From an optimization exercise on the open Yosys and OpenROAD flow, aimed at small area and a short achievable clock period; shortcuts taken in it are not production practice. At most, simulation tests tie the RTL to the original design; equivalence was not proved. Power and IR drop assume default switching activity.

==> flow/design.v (excerpt) <==
module movavg(
    input logic clk,
    input logic reset,
    input logic [63:0] din,
    output logic [63:0] dout
);
Size: ~1200 cells after synthesis, roughly 190 flip-flops, about 130 I/O pins.
clock: 7.5 ns
lec_check: 0
cap_margin: 20
core_margin: 2
core_utilization: 40
setup_slack_margin: 3.0
slew_margin: 20
standard.sh (not shown) runs the stock make flow with config.mk's settings and CLKGATE_MAP_FILE= SYNTH_SCRIPT=/design/flow/synth_recipe.tcl, a recipe that flattens the netlist after the stock synthesis.
==> flow/flow/run.sh <==
#!/bin/bash
set -euo pipefail
export BUFFER_PORTS_ARGS="-buffer_cell sky130_fd_sc_hd__buf_2"
bash standard.sh > standard_make.log 2>&1
Edit:
SETUP_SLACK_MARGIN = 1.5   (was 3.0)
=>
- setup slack loses 0.014 ns
- first-iteration DRC count is lower by about 11%
- clock skew is higher by 0.0040 ns
No functional check of the RTL was part of any run of this note.

movavg, a different RTL version from the one above (not shown whole).
Size in the first run: about 1300 cells after synthesis, roughly 190 flip-flops, ~130 I/O pins, about 12000 sq um of cells after synthesis.
export LEC_CHECK = 0
export CAP_MARGIN = 20
export CORE_MARGIN = 2
export CORE_UTILIZATION = 65
export CTS_BUF_LIST = sky130_fd_sc_hd__clkbuf_4 sky130_fd_sc_hd__clkbuf_8
export PLACE_DENSITY = 0.75
export SETUP_SLACK_MARGIN = 1.5
export SLEW_MARGIN = 20
create_clock -name core_clock -period 7.5 [get_ports {clk}]
Scripts as last shown in full above: flow/flow/run.sh
Edit:
- CORE_UTILIZATION: 65 -> 40
- PLACE_DENSITY: 0.75 -> not set
After rerunning:
- register-to-register slack gains 0.02 ns
- die area goes up by 61%
- sequential share of layout area shrinks by 0.44 points
- worst hold slack loses 0.016 ns
- routed wire length is higher by 5.7%
- power shrinks by about 1.6%
- sequential power hardly moves
- worst setup slack degrades by 0.054 ns
- cell count climbs by 10%
- cell area rises by 1.5%
Edit:
--- a/flow/flow/run.sh
+++ b/flow/flow/run.sh
@@ -3,0 +4 @@
+export SYNTH_ARGS="-noabc"
- CORE_UTILIZATION: 40 -> 65
- PLACE_DENSITY: not set -> 0.75
Effect: The new run completed without violations. Register-to-register slack got worse by 0.30 ns. Worst hold slack improved by 0.013 ns. Design area is lower by a few percent. Via count is lower by a few percent. Power is higher by a few percent. Critical path depth is higher by 1. Wire length is lower by a little under a tenth. Clock skew is higher by 0.0081 ns. Non-clock buffer count is higher by 7.

Setup of v10:
Another version of the RTL of movavg (not shown whole).
Size: about 1100 cells after synthesis, about 190 flip-flops, roughly 0.011 sq mm of cells after synthesis.
clock: 7.5 ns
lec_check: 0
cap_margin: 20
core_margin: 2
core_utilization: 65
cts_buf_list: sky130_fd_sc_hd__clkbuf_4 sky130_fd_sc_hd__clkbuf_8
place_density: 0.75
setup_slack_margin: 1.0
slew_margin: 20
==> flow/flow/run.sh <==
#!/bin/bash
set -euo pipefail
export BUFFER_PORTS_ARGS="-buffer_cell sky130_fd_sc_hd__buf_2"
bash standard.sh > standard_make.log 2>&1
Inputs modified between v10 and v4:
--- a/flow/config.mk
+++ b/flow/config.mk
@@ -13 +13 @@
-export SETUP_SLACK_MARGIN = 1.0
+export SETUP_SLACK_MARGIN = 0
==> comparison <==
- No run among v4 and v10 stopped early or left any final violation; all are clean.
- Comparing v10 against v4, there is no change at all in remaining antenna violation count.
- As far as static leakage goes, v10 and v4 are indistinguishable; the numbers are identical.
- Reported for v4 and v10, number of antenna violations at the first check in global routing turned out identical to the last digit.
- On top-level I/O count, v4 and v10 are neck and neck.
- Sequential cell count: v4 vs v10 identical
- From v10 to v4 the numbers moved as follows: share of the synthesized area in compound gates (AO/OA/AOI/OAI) neither gained nor lost much, simple-gate portion of the synthesized area neither gained nor lost much.
- From v4 to v10, die area did not move at all.
- v4 vs. v10: count of flip-flops with a built-in enable after synthesis held, count of plain and timing-repair buffers held.
Setup changes, v4 to v3
--- a/flow/config.mk
+++ b/flow/config.mk
@@ -13 +13 @@
-export SETUP_SLACK_MARGIN = 0
+export SETUP_SLACK_MARGIN = 1.5
Notes after the runs:
Final design area excluding fillers: v3 vs v4 up 3.4%. [v3 vs v4] data arrival time of the critical path: lower in v3. Changes observed in v3 relative to v4: switching fraction of total power picked up an extra 0.35 points; via count now sits higher; buffers plus inverters on the worst setup path grew by 1.

## separate check: timing with driven ports
The results above use ideal ports. As a check the final layouts listed here were re-extracted and re-timed, cells and wires unchanged.
Step 1: set_driving_cell puts a clkbuf_16 on clk and a buf_2 on each other input, an assumption about the parent block.
Step 2 times the ports against the registers' clock, not the clock port: input delays grow and output delays shrink by t, the midpoint of the rising clock arrivals with the driver on.
Slacks: ideal / step 1 / step 2; pairs: ideal / step 1.
run | t, ns | setup WS [ns] | worst setup path at the end | clock arrival spread, ns | worst slew at a driven data input, ns
the first run of note 1 | 0.478 | 1.312 / 1.279 / 1.279 | input to output | 0.014 / 0.014 | 0.07
the second run of note 1 | 0.487 | 1.298 / 1.262 / 1.262 | input to output | 0.018 / 0.018 | 0.08
the first run of note 2 | 0.507 | 1.660 / 1.639 / 1.639 | input to output | 0.019 / 0.020 | 0.06
the second run of note 2 | 0.516 | 1.606 / 1.586 / 1.586 | input to output | 0.021 / 0.022 | 0.08
the third run of note 2 | 0.492 | 1.555 / 1.522 / 1.522 | input to output | 0.030 / 0.031 | 0.07
v10 | 0.479 | 1.352 / 1.333 / 1.333 | input to output | 0.014 / 0.014 | 0.06
v4 | 0.479 | 1.352 / 1.333 / 1.333 | input to output | 0.014 / 0.014 | 0.06
v3 | 0.483 | 1.571 / 1.552 / 1.552 | input to output | 0.015 / 0.015 | 0.06
After both steps setup and hold are still met in every run listed. The setup slack of the second run of note 1, which loses most, moves by -0.036 ns with the drivers and by -0.036 ns with both steps.
